Source: an optimization exercise on an open RTL-to-GDS flow (aim: small area). Production flows keep margins and buffers that such runs may drop.
Only simulation tests tie the RTL to the original design; equivalence was not proved.
The flow treats the clock pin as an ideal source, which a real chip does not have.
Power figures rest on the tool's default switching activity, not on a simulated workload.

## run A
// hft
module hft(
  input  clk,
  input  rst_n,
  input  rx,
  output tx
);
==> flow/config.mk <==
export PLATFORM = sky130hd
export DESIGN_NAME = hft
export DESIGN_NICKNAME = hft
export VERILOG_FILES = /design/flow/design.v
export SDC_FILE = /design/flow/constraint.sdc
export NUM_CORES = 4
export LEC_CHECK = 0
export CAP_MARGIN = 20
export CORE_MARGIN = 2
export CORE_UTILIZATION = 40
export GPL_TIMING_DRIVEN = 0
export SLEW_MARGIN = 20
==> flow/constraint.sdc <==
create_clock -name core_clock -period 10.0 [get_ports {clk}]
set_input_delay 2.0000 -clock core_clock [delete_from_list [all_inputs] [get_ports {clk}]]
set_output_delay 2.0000 -clock core_clock [all_outputs]
set_load 0.01 [all_outputs]
standard.sh (not shown) runs the stock make flow with config.mk's settings and CLKGATE_MAP_FILE= SYNTH_SCRIPT=/design/flow/synth_recipe.tcl, a recipe that flattens the netlist after the stock synthesis.
==> flow/flow/run.sh <==
#!/bin/bash
# Own layout flow: the standard synthesis, then the combinational logic of
# its netlist is re-mapped by ABC for area (registers, their names and cell
# types untouched), then the standard layout steps from the synthesized
# netlist on.
set -euo pipefail
W=$PWD
R=$W/orfs/results/sky130hd/hft/base
LIB=$FLOW_HOME/platforms/sky130hd/lib/sky130_fd_sc_hd__tt_025C_1v80.lib

bash standard.sh synth > standard_synth.log 2>&1

cp $R/1_2_yosys.v $W/std_synth_netlist.v

# Re-map with ABC (deepsyn then area mapping) from eight random seeds, four
# at a time; each result is checked against the standard netlist (flip-flops
# cut into ports, then a SAT proof) and the smallest that passes is used.
remap() {
  local S=$1
  printf 'strash\ndc2\n&get -n\n&deepsyn -T 20 -S %s\n&put\n&get -n\n&dch -f\n&nf -a -R 1000 -F 100 -A 100\n&put\n' $S > $W/area_$S.abc
  cat > $W/remap_$S.ys <<EOS
read_liberty -ignore_miss_func $LIB
setattr -mod -set keep_hierarchy 1 sky130_fd_sc_hd__dfxtp_1 sky130_fd_sc_hd__edfxtp_1
read_verilog $W/std_synth_netlist.v
hierarchy -top hft
flatten
rename -hide w:*.*
opt_clean
abc -script $W/area_$S.abc -liberty $LIB $(cat $W/flow/dontuse.txt)
opt_clean
hilomap -singleton -hicell sky130_fd_sc_hd__conb_1 HI -locell sky130_fd_sc_hd__conb_1 LO
setattr -mod -set blackbox 1 sky130_fd_sc_hd__*
tee -o $W/remap_stat_$S.log stat -liberty $LIB
write_verilog -noattr -nohex -nodec $W/remap_netlist_$S.v
EOS
  yosys -l $W/remap_$S.log -s $W/remap_$S.ys > /dev/null 2>&1 || return 0
  python3 $W/flow/cut.py $W/remap_netlist_$S.v $W/cec_b_$S.v
  if yosys -l $W/cec_$S.log -p "read_liberty -ignore_miss_func $LIB; read_verilog $W/cec_a.v; rename hft gold; read_verilog $W/cec_b_$S.v; rename hft gate; miter -equiv -flatten -make_assert gold gate miter; hierarchy -top miter; flatten; opt -fast; sat -verify -prove-asserts miter" > /dev/null 2>&1; then
    echo "$(grep 'Chip area' $W/remap_stat_$S.log | awk '{print $NF}') $S" >> $W/remap_ok.log
  fi
}
python3 $W/flow/cut.py $W/std_synth_netlist.v $W/cec_a.v
: > $W/remap_ok.log
for S in 1 2 3 4; do remap $S & done
wait
for S in 5 6 7 8; do remap $S & done
wait
BEST=$(sort -n $W/remap_ok.log | head -1 | awk '{print $2}')
if [[ -n "$BEST" ]]; then
  cp $W/remap_netlist_$BEST.v $R/1_2_yosys.v
  echo "remapped netlist from seed $BEST used" > $W/cec_result.log
else
  echo "no remapped netlist passed the check: standard netlist kept" > $W/cec_result.log
fi
rm -f $R/1_synth.odb $R/1_synth.sdc

# Port buffers as in the standard flow, but the smallest buffer cell.
export BUFFER_PORTS_ARGS="-buffer_cell sky130_fd_sc_hd__buf_1"
bash standard.sh place > standard_place.log 2>&1

# Clock tree by hand (flow/clkins.tcl): a root clkbuf_1 and one clkbuf_16
# leaf driving every flip-flop; the CTS step then finds no net to buffer.
# After CTS both become inverters (inv_2 root, inv_16 leaf), which are
# smaller; CTS itself would clone inverters next to each flip-flop.
cat > $W/clkins_run.tcl <<EOS
read_db $R/3_place.odb
source $W/flow/clkins.tcl
clk_insert sky130_fd_sc_hd__clkbuf_1 sky130_fd_sc_hd__clkbuf_16 1
detailed_placement
write_db $R/3_place_clk.odb
EOS
openroad -no_init -exit $W/clkins_run.tcl > $W/clkins.log 2>&1
mv $R/3_place_clk.odb $R/3_place.odb

export CTS_ARGS="-clk_nets clk -repair_clock_nets -dont_use_dummy_load -buf_list sky130_fd_sc_hd__clkbuf_8"
bash standard.sh cts > standard_cts.log 2>&1

cat > $W/clkswap_run.tcl <<EOS
read_db $R/4_cts.odb
read_liberty $LIB
read_sdc $R/4_cts.sdc
source $FLOW_HOME/platforms/sky130hd/setRC.tcl
source $W/flow/clkswap.tcl
clk_swap clk_root sky130_fd_sc_hd__inv_2
clk_swap clk_leaf_0 sky130_fd_sc_hd__inv_16
detailed_placement
set_propagated_clock [all_clocks]
estimate_parasitics -placement
set mx 0
foreach p [get_pins -hierarchical */CLK] { set s [get_property \$p slew_max]; if {\$s > \$mx} {set mx \$s} }
puts "MAXCLKSLEW \$mx"
if {\$mx <= 0.118} { write_db $R/4_cts_inv.odb }
EOS
openroad -no_init -exit $W/clkswap_run.tcl > $W/clkswap.log 2>&1
if [[ -f $R/4_cts_inv.odb ]]; then mv $R/4_cts_inv.odb $R/4_cts.odb; fi

bash standard.sh finish > standard_finish.log 2>&1
Other scripts of this flow, unchanged in this note and not shown: flow/flow/clkins.tcl, flow/flow/clkswap.tcl, flow/flow/cut.py, flow/flow/dontuse.txt
The following lists how run B was set up differently from run A:
-- flow/flow/run.sh --
<<< run A, line 18
remap() {
  local S=$1
  printf 'strash\ndc2\n&get -n\n&deepsyn -T 20 -S %s\n&put\n&get -n\n&dch -f\n&nf -a -R 1000 -F 100 -A 100\n&put\n' $S > $W/area_$S.abc
  cat > $W/remap_$S.ys <<EOS
read_liberty -ignore_miss_func $LIB
>>> run B, line 18
remap() {
  local S=$1
  printf 'strash\ndc2\n&get -n\n&deepsyn -T 20 -S %s\n&put\n&get -n\n&dch -f\n&nf -a -R 1000\n&put\n' $S > $W/area_$S.abc
  cat > $W/remap_$S.ys <<EOS
read_liberty -ignore_miss_func $LIB
-- flow/config.mk --
<<< run A, line 9
export CORE_MARGIN = 2
export CORE_UTILIZATION = 40
export GPL_TIMING_DRIVEN = 0
export SLEW_MARGIN = 20
>>> run B, line 9
export CORE_MARGIN = 2
export CORE_UTILIZATION = 40
export SLEW_MARGIN = 20
==> run summary <==
- Comparing run A against run B, there is no change at all in number of hold-repair buffers added at the cts stage.
- The post-route total power of run B was superior to that of run A.
- On via count, run B tracks run A almost exactly.
- Max instance area at placement across run A and run B: run B
- Looking at routed wire length, run B sits 3.4% below run A.
Setup changes, run B to run C
-- flow/config.mk --
<<< run B, line 9
export CORE_MARGIN = 2
export CORE_UTILIZATION = 40
export SLEW_MARGIN = 20
>>> run C, line 9
export CORE_MARGIN = 2
export CORE_UTILIZATION = 40
export GPL_TIMING_DRIVEN = 0
export SLEW_MARGIN = 20
==> run summary <==
Delta (run C minus run B): overall global routing resource usage increased 1.2 points; power in combinational cells down about 3.6%; cell area now smaller; core utilization of the finished layout went down. The higher met3 demand-to-capacity share in global routing came out of run C. Measured against each other, run C and run B differ in sequential cell fraction of total power, the lower figure coming from run C.

========
hft, a different RTL version from the one above (not shown whole).
Size: about 160 cells after synthesis, about 1500 um^2 of cells after synthesis.
export LEC_CHECK = 0
export CAP_MARGIN = 20
export CORE_MARGIN = 2
export CORE_UTILIZATION = 40
export SLEW_MARGIN = 20
create_clock -name core_clock -period 10.0 [get_ports {clk}]
==> flow/flow/run.sh <==
#!/bin/bash
# Own layout flow: the standard synthesis, then the combinational logic of
# its netlist is re-mapped by ABC for area (registers, their names and cell
# types untouched), then the standard layout steps from the synthesized
# netlist on.
set -euo pipefail
W=$PWD
R=$W/orfs/results/sky130hd/hft/base
LIB=$FLOW_HOME/platforms/sky130hd/lib/sky130_fd_sc_hd__tt_025C_1v80.lib

bash standard.sh synth > standard_synth.log 2>&1

cp $R/1_2_yosys.v $W/std_synth_netlist.v
cat > $W/remap.ys <<EOS
read_liberty -ignore_miss_func $LIB
setattr -mod -set keep_hierarchy 1 sky130_fd_sc_hd__dfxtp_1 sky130_fd_sc_hd__edfxtp_1
read_verilog $W/std_synth_netlist.v
hierarchy -top hft
flatten
rename -hide w:*.*
opt_clean
abc -script $W/flow/area.abc -liberty $LIB $(cat $W/flow/dontuse.txt)
opt_clean
hilomap -singleton -hicell sky130_fd_sc_hd__conb_1 HI -locell sky130_fd_sc_hd__conb_1 LO
setattr -mod -set blackbox 1 sky130_fd_sc_hd__*
tee -o $W/remap_stat.log stat -liberty $LIB
write_verilog -noattr -nohex -nodec $W/remap_netlist.v
EOS
yosys -l $W/remap.log -s $W/remap.ys > /dev/null 2>&1

cp $W/remap_netlist.v $R/1_2_yosys.v
rm -f $R/1_synth.odb $R/1_synth.sdc

bash standard.sh place > standard_place.log 2>&1

# Clock tree: a few clkbuf_8 placed by hand, each driving the flip-flops of
# one slice of the placement; the CTS step then finds no net to buffer.
cat > $W/clkins_run.tcl <<EOS
read_db $R/3_place.odb
read_liberty $LIB
read_sdc $R/3_place.sdc
source $FLOW_HOME/platforms/sky130hd/setRC.tcl
source $W/flow/clkins.tcl
clk_insert sky130_fd_sc_hd__clkbuf_8 \$::env(NBUF)
detailed_placement
set_propagated_clock [all_clocks]
estimate_parasitics -placement
set mx 0
foreach p [get_pins -hierarchical */CLK] { set s [get_property \$p slew_max]; if {\$s > \$mx} {set mx \$s} }
puts "MAXCLKSLEW \$mx"
if {\$mx <= 0.105} { write_db $R/3_place_clk.odb }
EOS
for nb in 2 3 4; do
  NBUF=$nb openroad -no_init -exit $W/clkins_run.tcl > $W/clkins_$nb.log 2>&1
  if [[ -f $R/3_place_clk.odb ]]; then break; fi
done
mv $R/3_place_clk.odb $R/3_place.odb

export CTS_ARGS="-clk_nets clk -repair_clock_nets -dont_use_dummy_load -buf_list sky130_fd_sc_hd__clkbuf_8"
bash standard.sh finish > standard_finish.log 2>&1
==> flow/flow/clkins.tcl <==
# Drive the clock sinks from NB buffers of type BUF, each feeding the sinks of
# one vertical slice of the placement, placed at that group's centroid.
proc clk_insert {BUF NB} {
  set block [ord::get_db_block]
  set clknet [$block findNet clk]
  set master [[ord::get_db] findMaster $BUF]
  set sinks {}
  foreach it [$clknet getITerms] {
    set loc [[$it getInst] getLocation]
    lappend sinks [list [lindex $loc 0] [lindex $loc 1] $it]
  }
  set sinks [lsort -integer -index 0 $sinks]
  set n [llength $sinks]
  for {set g 0} {$g < $NB} {incr g} {
    set lo [expr {$g * $n / $NB}]
    set hi [expr {($g + 1) * $n / $NB - 1}]
    set inst [odb::dbInst_create $block $master clkbuf_root_$g]
    set net [odb::dbNet_create $block clknet_root_$g]
    $net setSigType CLOCK
    set sx 0; set sy 0; set k 0
    foreach s [lrange $sinks $lo $hi] {
      set it [lindex $s 2]
      $it disconnect
      $it connect $net
      set sx [expr {$sx + [lindex $s 0]}]; set sy [expr {$sy + [lindex $s 1]}]; incr k
    }
    [$inst findITerm A] connect $clknet
    [$inst findITerm X] connect $net
    $inst setLocation [expr {$sx / $k}] [expr {$sy / $k}]
    $inst setPlacementStatus PLACED
  }
}
Other scripts of this flow, unchanged in this note and not shown: flow/flow/area.abc, flow/flow/dontuse.txt
The baseline ran to the end with no violations.
Next try:
--- a/flow/flow/run.sh
+++ b/flow/flow/run.sh
@@ -32,29 +32,3 @@
 rm -f $R/1_synth.odb $R/1_synth.sdc
 
-bash standard.sh place > standard_place.log 2>&1
-
-# Clock tree: a few clkbuf_8 placed by hand, each driving the flip-flops of
-# one slice of the placement; the CTS step then finds no net to buffer.
-cat > $W/clkins_run.tcl <<EOS
-read_db $R/3_place.odb
-read_liberty $LIB
-read_sdc $R/3_place.sdc
-source $FLOW_HOME/platforms/sky130hd/setRC.tcl
-source $W/flow/clkins.tcl
-clk_insert sky130_fd_sc_hd__clkbuf_8 \$::env(NBUF)
-detailed_placement
-set_propagated_clock [all_clocks]
-estimate_parasitics -placement
-set mx 0
-foreach p [get_pins -hierarchical */CLK] { set s [get_property \$p slew_max]; if {\$s > \$mx} {set mx \$s} }
-puts "MAXCLKSLEW \$mx"
-if {\$mx <= 0.105} { write_db $R/3_place_clk.odb }
-EOS
-for nb in 2 3 4; do
-  NBUF=$nb openroad -no_init -exit $W/clkins_run.tcl > $W/clkins_$nb.log 2>&1
-  if [[ -f $R/3_place_clk.odb ]]; then break; fi
-done
-mv $R/3_place_clk.odb $R/3_place.odb
-
-export CTS_ARGS="-clk_nets clk -repair_clock_nets -dont_use_dummy_load -buf_list sky130_fd_sc_hd__clkbuf_8"
 bash standard.sh finish > standard_finish.log 2>&1
removed: flow/flow/clkins.tcl
After rerunning:
- clock-buffer cell count went up by 4
- global-route usage goes up by 0.95 points
- wire length goes up by about 1.1%
- maximum frequency grows by 2.3%
- register-to-register slack is better by 0.04 ns
Next try:
--- a/flow/flow/run.sh
+++ b/flow/flow/run.sh
@@ -32,3 +32,4 @@
 rm -f $R/1_synth.odb $R/1_synth.sdc
 
+export CTS_ARGS="-sink_clustering_enable -repair_clock_nets -sink_clustering_size 40 -sink_clustering_max_diameter 200 -dont_use_dummy_load -buf_list sky130_fd_sc_hd__clkbuf_8"
 bash standard.sh finish > standard_finish.log 2>&1
Effect: The new run finished clean. Total power went down by 6.5%. Synthesized cell count does not change. Clock-buffer cell count came out lower by 2. Synthesized area is unchanged. Register-to-register slack loses 0.02 ns. Worst hold slack got worse by 0.0079 ns. Sequential power stays flat.
Next try:
--- a/flow/flow/run.sh
+++ b/flow/flow/run.sh
@@ -32,4 +32,5 @@
 rm -f $R/1_synth.odb $R/1_synth.sdc
 
+# CTS without dummy loads, clkbuf_8 only
 export CTS_ARGS="-sink_clustering_enable -repair_clock_nets -sink_clustering_size 40 -sink_clustering_max_diameter 200 -dont_use_dummy_load -buf_list sky130_fd_sc_hd__clkbuf_8"
 bash standard.sh finish > standard_finish.log 2>&1
=>
- The changed run finished with timing, DRC and antenna clean
- total power is unchanged
- worst hold slack is unchanged
- core utilization is unchanged

========
== v26 ==
hft, a different RTL version from the one above (not shown whole).
Size: ~150 cells after synthesis, ~1400 um2 of cells after synthesis.
==> flow/design.v (excerpt) <==
module hft(
  input  clk,
  input  rst_n,
  input  rx,
  output tx
);
==> flow/config.mk <==
export PLATFORM = sky130hd
export DESIGN_NAME = hft
export DESIGN_NICKNAME = hft
export VERILOG_FILES = /design/flow/design.v
export SDC_FILE = /design/flow/constraint.sdc
export NUM_CORES = 4
export LEC_CHECK = 0
export CAP_MARGIN = 20
export CORE_MARGIN = 2
export CORE_UTILIZATION = 40
export SLEW_MARGIN = 20
==> flow/constraint.sdc <==
create_clock -name core_clock -period 10.0 [get_ports {clk}]
set_input_delay 2.0000 -clock core_clock [delete_from_list [all_inputs] [get_ports {clk}]]
set_output_delay 2.0000 -clock core_clock [all_outputs]
set_load 0.01 [all_outputs]
==> flow/flow/run.sh <==
#!/bin/bash
# Own layout flow: the standard synthesis, then the combinational logic of
# its netlist is re-mapped by ABC for area (registers, their names and cell
# types untouched), then the standard layout steps from the synthesized
# netlist on.
set -euo pipefail
W=$PWD
R=$W/orfs/results/sky130hd/hft/base
LIB=$FLOW_HOME/platforms/sky130hd/lib/sky130_fd_sc_hd__tt_025C_1v80.lib

bash standard.sh synth > standard_synth.log 2>&1

cp $R/1_2_yosys.v $W/std_synth_netlist.v

# Re-map with ABC (deepsyn then area mapping) from four random seeds in
# parallel; each result is checked against the standard netlist (flip-flops
# cut into ports, then a SAT proof) and the smallest that passes is used.
remap() {
  local S=$1
  printf 'strash\ndc2\n&get -n\n&deepsyn -T 20 -S %s\n&put\n&get -n\n&dch -f\n&nf -a -R 1000\n&put\n' $S > $W/area_$S.abc
  cat > $W/remap_$S.ys <<EOS
read_liberty -ignore_miss_func $LIB
setattr -mod -set keep_hierarchy 1 sky130_fd_sc_hd__dfxtp_1 sky130_fd_sc_hd__edfxtp_1
read_verilog $W/std_synth_netlist.v
hierarchy -top hft
flatten
rename -hide w:*.*
opt_clean
abc -script $W/area_$S.abc -liberty $LIB $(cat $W/flow/dontuse.txt)
opt_clean
hilomap -singleton -hicell sky130_fd_sc_hd__conb_1 HI -locell sky130_fd_sc_hd__conb_1 LO
setattr -mod -set blackbox 1 sky130_fd_sc_hd__*
tee -o $W/remap_stat_$S.log stat -liberty $LIB
write_verilog -noattr -nohex -nodec $W/remap_netlist_$S.v
EOS
  yosys -l $W/remap_$S.log -s $W/remap_$S.ys > /dev/null 2>&1 || return 0
  python3 $W/flow/cut.py $W/remap_netlist_$S.v $W/cec_b_$S.v
  if yosys -l $W/cec_$S.log -p "read_liberty -ignore_miss_func $LIB; read_verilog $W/cec_a.v; rename hft gold; read_verilog $W/cec_b_$S.v; rename hft gate; miter -equiv -flatten -make_assert gold gate miter; hierarchy -top miter; flatten; opt -fast; sat -verify -prove-asserts miter" > /dev/null 2>&1; then
    echo "$(grep 'Chip area' $W/remap_stat_$S.log | awk '{print $NF}') $S" >> $W/remap_ok.log
  fi
}
python3 $W/flow/cut.py $W/std_synth_netlist.v $W/cec_a.v
: > $W/remap_ok.log
for S in 1 2 3 4; do remap $S & done
wait
BEST=$(sort -n $W/remap_ok.log | head -1 | awk '{print $2}')
if [[ -n "$BEST" ]]; then
  cp $W/remap_netlist_$BEST.v $R/1_2_yosys.v
  echo "remapped netlist from seed $BEST used" > $W/cec_result.log
else
  echo "no remapped netlist passed the check: standard netlist kept" > $W/cec_result.log
fi
rm -f $R/1_synth.odb $R/1_synth.sdc

# Port buffers as in the standard flow, but the smallest buffer cell.
export BUFFER_PORTS_ARGS="-buffer_cell sky130_fd_sc_hd__buf_1"
bash standard.sh place > standard_place.log 2>&1

# Clock tree by hand (flow/clkins.tcl): a root clkbuf_1 and one clkbuf_16
# leaf driving every flip-flop; the CTS step then finds no net to buffer.
# After CTS both become inverters (inv_2 root, inv_16 leaf), which are
# smaller; CTS itself would clone inverters next to each flip-flop.
cat > $W/clkins_run.tcl <<EOS
read_db $R/3_place.odb
source $W/flow/clkins.tcl
clk_insert sky130_fd_sc_hd__clkbuf_1 sky130_fd_sc_hd__clkbuf_16 1
detailed_placement
write_db $R/3_place_clk.odb
EOS
openroad -no_init -exit $W/clkins_run.tcl > $W/clkins.log 2>&1
mv $R/3_place_clk.odb $R/3_place.odb

export CTS_ARGS="-clk_nets clk -repair_clock_nets -dont_use_dummy_load -buf_list sky130_fd_sc_hd__clkbuf_8"
bash standard.sh cts > standard_cts.log 2>&1

cat > $W/clkswap_run.tcl <<EOS
read_db $R/4_cts.odb
read_liberty $LIB
read_sdc $R/4_cts.sdc
source $FLOW_HOME/platforms/sky130hd/setRC.tcl
source $W/flow/clkswap.tcl
clk_swap clkbuf_root sky130_fd_sc_hd__inv_2
clk_swap clkbuf_leaf_0 sky130_fd_sc_hd__inv_16
detailed_placement
set_propagated_clock [all_clocks]
estimate_parasitics -placement
set mx 0
foreach p [get_pins -hierarchical */CLK] { set s [get_property \$p slew_max]; if {\$s > \$mx} {set mx \$s} }
puts "MAXCLKSLEW \$mx"
if {\$mx <= 0.118} { write_db $R/4_cts_inv.odb }
EOS
openroad -no_init -exit $W/clkswap_run.tcl > $W/clkswap.log 2>&1
if [[ -f $R/4_cts_inv.odb ]]; then mv $R/4_cts_inv.odb $R/4_cts.odb; fi

bash standard.sh finish > standard_finish.log 2>&1
==> flow/flow/clkins.tcl <==
# Clock tree by hand: the clock port drives one root buffer (RBUF), which
# drives NB leaf buffers (BUF); each leaf feeds the flip-flops of one vertical
# slice of the placement and sits at their centroid. The port's net then has
# a single sink, so the CTS step leaves it alone.
proc clk_insert {RBUF BUF NB} {
  set block [ord::get_db_block]
  set clknet [$block findNet clk]
  set sinks {}
  foreach it [$clknet getITerms] {
    set loc [[$it getInst] getLocation]
    lappend sinks [list [lindex $loc 0] [lindex $loc 1] $it]
  }
  set sinks [lsort -integer -index 0 $sinks]
  set n [llength $sinks]
  set rnet [odb::dbNet_create $block clknet_root]
  $rnet setSigType CLOCK
  set tx 0; set ty 0
  for {set g 0} {$g < $NB} {incr g} {
    set lo [expr {$g * $n / $NB}]
    set hi [expr {($g + 1) * $n / $NB - 1}]
    set inst [odb::dbInst_create $block [[ord::get_db] findMaster $BUF] clkbuf_leaf_$g]
    set net [odb::dbNet_create $block clknet_leaf_$g]
    $net setSigType CLOCK
    set sx 0; set sy 0; set k 0
    foreach s [lrange $sinks $lo $hi] {
      set it [lindex $s 2]
      $it disconnect
      $it connect $net
      set sx [expr {$sx + [lindex $s 0]}]; set sy [expr {$sy + [lindex $s 1]}]; incr k
    }
    [$inst findITerm A] connect $rnet
    [$inst findITerm X] connect $net
    $inst setLocation [expr {$sx / $k}] [expr {$sy / $k}]
    $inst setPlacementStatus PLACED
    set tx [expr {$tx + $sx / $k}]; set ty [expr {$ty + $sy / $k}]
  }
  set root [odb::dbInst_create $block [[ord::get_db] findMaster $RBUF] clkbuf_root]
  [$root findITerm A] connect $clknet
  [$root findITerm X] connect $rnet
  $root setLocation [expr {$tx / $NB}] [expr {$ty / $NB}]
  $root setPlacementStatus PLACED
}
==> flow/flow/clkswap.tcl <==
# Replace a placed buffer by an inverter at the same spot (same input and
# output nets); the clock tree is a root and a leaf, so the two inversions
# cancel.
proc clk_swap {name master} {
  set block [ord::get_db_block]
  set old [$block findInst $name]
  set in [[$old findITerm A] getNet]
  set out [[$old findITerm X] getNet]
  set loc [$old getLocation]
  odb::dbInst_destroy $old
  set new [odb::dbInst_create $block [[ord::get_db] findMaster $master] $name]
  [$new findITerm A] connect $in
  [$new findITerm Y] connect $out
  $new setLocation [lindex $loc 0] [lindex $loc 1]
  $new setPlacementStatus PLACED
}
Other scripts of this flow, unchanged in this note and not shown: flow/flow/cut.py, flow/flow/dontuse.txt
Modified inputs, v19 compared to v26
--- a/flow/flow/run.sh
+++ b/flow/flow/run.sh
@@ -58,27 +58,11 @@
 
-# Clock tree by hand (flow/clkins.tcl): a root clkbuf_1 and one clkbuf_16
-# leaf driving every flip-flop; the CTS step then finds no net to buffer.
-# After CTS both become inverters (inv_2 root, inv_16 leaf), which are
-# smaller; CTS itself would clone inverters next to each flip-flop.
+# Clock tree by hand (flow/clkins.tcl): a root buffer and two or more
+# clkbuf_8 leaves; the CTS step then finds no net to buffer.
 cat > $W/clkins_run.tcl <<EOS
 read_db $R/3_place.odb
+read_liberty $LIB
+read_sdc $R/3_place.sdc
+source $FLOW_HOME/platforms/sky130hd/setRC.tcl
 source $W/flow/clkins.tcl
-clk_insert sky130_fd_sc_hd__clkbuf_1 sky130_fd_sc_hd__clkbuf_16 1
-detailed_placement
-write_db $R/3_place_clk.odb
-EOS
-openroad -no_init -exit $W/clkins_run.tcl > $W/clkins.log 2>&1
-mv $R/3_place_clk.odb $R/3_place.odb
-
-export CTS_ARGS="-clk_nets clk -repair_clock_nets -dont_use_dummy_load -buf_list sky130_fd_sc_hd__clkbuf_8"
-bash standard.sh cts > standard_cts.log 2>&1
-
-cat > $W/clkswap_run.tcl <<EOS
-read_db $R/4_cts.odb
-read_liberty $LIB
-read_sdc $R/4_cts.sdc
-source $FLOW_HOME/platforms/sky130hd/setRC.tcl
-source $W/flow/clkswap.tcl
-clk_swap clkbuf_root sky130_fd_sc_hd__inv_2
-clk_swap clkbuf_leaf_0 sky130_fd_sc_hd__inv_16
+clk_insert sky130_fd_sc_hd__clkbuf_1 sky130_fd_sc_hd__clkbuf_8 \$::env(NBUF)
 detailed_placement
@@ -89,7 +73,11 @@
 puts "MAXCLKSLEW \$mx"
-if {\$mx <= 0.118} { write_db $R/4_cts_inv.odb }
+if {\$mx <= 0.118} { write_db $R/3_place_clk.odb }
 EOS
-openroad -no_init -exit $W/clkswap_run.tcl > $W/clkswap.log 2>&1
-if [[ -f $R/4_cts_inv.odb ]]; then mv $R/4_cts_inv.odb $R/4_cts.odb; fi
+for nb in 2 3 4; do
+  NBUF=$nb openroad -no_init -exit $W/clkins_run.tcl > $W/clkins_$nb.log 2>&1
+  if [[ -f $R/3_place_clk.odb ]]; then break; fi
+done
+mv $R/3_place_clk.odb $R/3_place.odb
 
+export CTS_ARGS="-clk_nets clk -repair_clock_nets -dont_use_dummy_load -buf_list sky130_fd_sc_hd__clkbuf_8"
 bash standard.sh finish > standard_finish.log 2>&1
removed: flow/flow/clkswap.tcl
v26 → v19: total number of vias saw an increase; global-route wire length before repair saw an increase. Lower layout net count was reported by v26, not v19. Measured against each other, v26 and v19 differ in routed wire length, the lower figure coming from v26. Comparing global-route met2 utilization for v26 and v19, the smaller number came from v26. Going from v26 to v19, clock group power now larger, arrival time at the worst endpoint went up by 0.21 ns, total power of the final layout now larger, met2 routed wirelength saw an increase.
### v19 -> v15
--- a/flow/flow/run.sh
+++ b/flow/flow/run.sh
@@ -58,11 +58,27 @@
 
-# Clock tree by hand (flow/clkins.tcl): a root buffer and two or more
-# clkbuf_8 leaves; the CTS step then finds no net to buffer.
+# Clock tree by hand (flow/clkins.tcl): a root clkbuf_1 and one clkbuf_16
+# leaf driving every flip-flop; the CTS step then finds no net to buffer.
+# After CTS both become inverters (inv_2 root, inv_16 leaf), which are
+# smaller; CTS itself would clone inverters next to each flip-flop.
 cat > $W/clkins_run.tcl <<EOS
 read_db $R/3_place.odb
+source $W/flow/clkins.tcl
+clk_insert sky130_fd_sc_hd__clkbuf_1 sky130_fd_sc_hd__clkbuf_16 1
+detailed_placement
+write_db $R/3_place_clk.odb
+EOS
+openroad -no_init -exit $W/clkins_run.tcl > $W/clkins.log 2>&1
+mv $R/3_place_clk.odb $R/3_place.odb
+
+export CTS_ARGS="-clk_nets clk -repair_clock_nets -dont_use_dummy_load -buf_list sky130_fd_sc_hd__clkbuf_8"
+bash standard.sh cts > standard_cts.log 2>&1
+
+cat > $W/clkswap_run.tcl <<EOS
+read_db $R/4_cts.odb
 read_liberty $LIB
-read_sdc $R/3_place.sdc
+read_sdc $R/4_cts.sdc
 source $FLOW_HOME/platforms/sky130hd/setRC.tcl
-source $W/flow/clkins.tcl
-clk_insert sky130_fd_sc_hd__clkbuf_1 sky130_fd_sc_hd__clkbuf_8 \$::env(NBUF)
+source $W/flow/clkswap.tcl
+clk_swap clk_root sky130_fd_sc_hd__inv_2
+clk_swap clk_leaf_0 sky130_fd_sc_hd__inv_16
 detailed_placement
@@ -73,11 +89,7 @@
 puts "MAXCLKSLEW \$mx"
-if {\$mx <= 0.118} { write_db $R/3_place_clk.odb }
+if {\$mx <= 0.118} { write_db $R/4_cts_inv.odb }
 EOS
-for nb in 2 3 4; do
-  NBUF=$nb openroad -no_init -exit $W/clkins_run.tcl > $W/clkins_$nb.log 2>&1
-  if [[ -f $R/3_place_clk.odb ]]; then break; fi
-done
-mv $R/3_place_clk.odb $R/3_place.odb
+openroad -no_init -exit $W/clkswap_run.tcl > $W/clkswap.log 2>&1
+if [[ -f $R/4_cts_inv.odb ]]; then mv $R/4_cts_inv.odb $R/4_cts.odb; fi
 
-export CTS_ARGS="-clk_nets clk -repair_clock_nets -dont_use_dummy_load -buf_list sky130_fd_sc_hd__clkbuf_8"
 bash standard.sh finish > standard_finish.log 2>&1
--- a/flow/flow/clkins.tcl
+++ b/flow/flow/clkins.tcl
@@ -20,3 +20,3 @@
     set hi [expr {($g + 1) * $n / $NB - 1}]
-    set inst [odb::dbInst_create $block [[ord::get_db] findMaster $BUF] clkbuf_leaf_$g]
+    set inst [odb::dbInst_create $block [[ord::get_db] findMaster $BUF] clk_leaf_$g]
     set net [odb::dbNet_create $block clknet_leaf_$g]
@@ -36,3 +36,3 @@
   }
-  set root [odb::dbInst_create $block [[ord::get_db] findMaster $RBUF] clkbuf_root]
+  set root [odb::dbInst_create $block [[ord::get_db] findMaster $RBUF] clk_root]
   [$root findITerm A] connect $clknet
==> flow/flow/clkswap.tcl (new file) <==
# Replace a placed buffer by an inverter at the same spot (same input and
# output nets); the clock tree is a root and a leaf, so the two inversions
# cancel.
proc clk_swap {name master} {
  set block [ord::get_db_block]
  set old [$block findInst $name]
  set in [[$old findITerm A] getNet]
  set out [[$old findITerm X] getNet]
  set loc [$old getLocation]
  odb::dbInst_destroy $old
  set new [odb::dbInst_create $block [[ord::get_db] findMaster $master] $name]
  [$new findITerm A] connect $in
  [$new findITerm Y] connect $out
  $new setLocation [lindex $loc 0] [lindex $loc 1]
  $new setPlacementStatus PLACED
}
==> run summary <==
v15 ran to completion and came out clean on the timing, DRC and antenna checks. Compared with v19, in v15 final hold slack shows no meaningful change; global routing usage summed across all routing layers shrank by 0.27 points; setup slack on the worst flop-to-flop path decreased by 0.03 ns relative to the old numbers.

## port drivers added, routing unchanged
The results above use ideal ports. As a check the final layouts listed here were re-extracted and re-timed, cells and wires unchanged. Step 1 sets driving cells, clkbuf_16 on the clock port and buf_2 on the other inputs (assumed; they add their load-dependent delay and slew). Step 2 also shifts input and output timing later by t, the mid clock arrival at the registers, as if the neighbouring blocks saw the same clock. Slacks: no drivers / after step 1 / after step 2; pairs: no drivers / after step 1.
| run | t, ns | slack for setup (ns) | worst data-port slew with drivers (ns) |
|---|---|---|---|
| run A | 0.205 | 6.539 / 6.514 / 6.718 | 0.03 |
| run B | 0.202 | 6.584 / 6.558 / 6.760 | 0.03 |
| run C | 0.203 | 6.563 / 6.536 / 6.739 | 0.03 |
| the first run of note 2 | 0.391 | 5.702 / 5.680 / 5.867 | 0.03 |
| the second run of note 2 | 0.305 | 5.800 / 5.777 / 5.877 | 0.03 |
| the third run of note 2 | 0.299 | 5.792 / 5.769 / 5.857 | 0.03 |
| the fourth run of note 2 | 0.299 | 5.792 / 5.769 / 5.857 | 0.03 |
| v26 | 0.203 | 6.594 / 6.568 / 6.771 | 0.03 |
| v19 | 0.410 | 6.378 / 6.356 / 6.766 | 0.03 |
| v15 | 0.203 | 6.594 / 6.568 / 6.771 | 0.03 |
After both steps setup and hold are still met in every run listed.
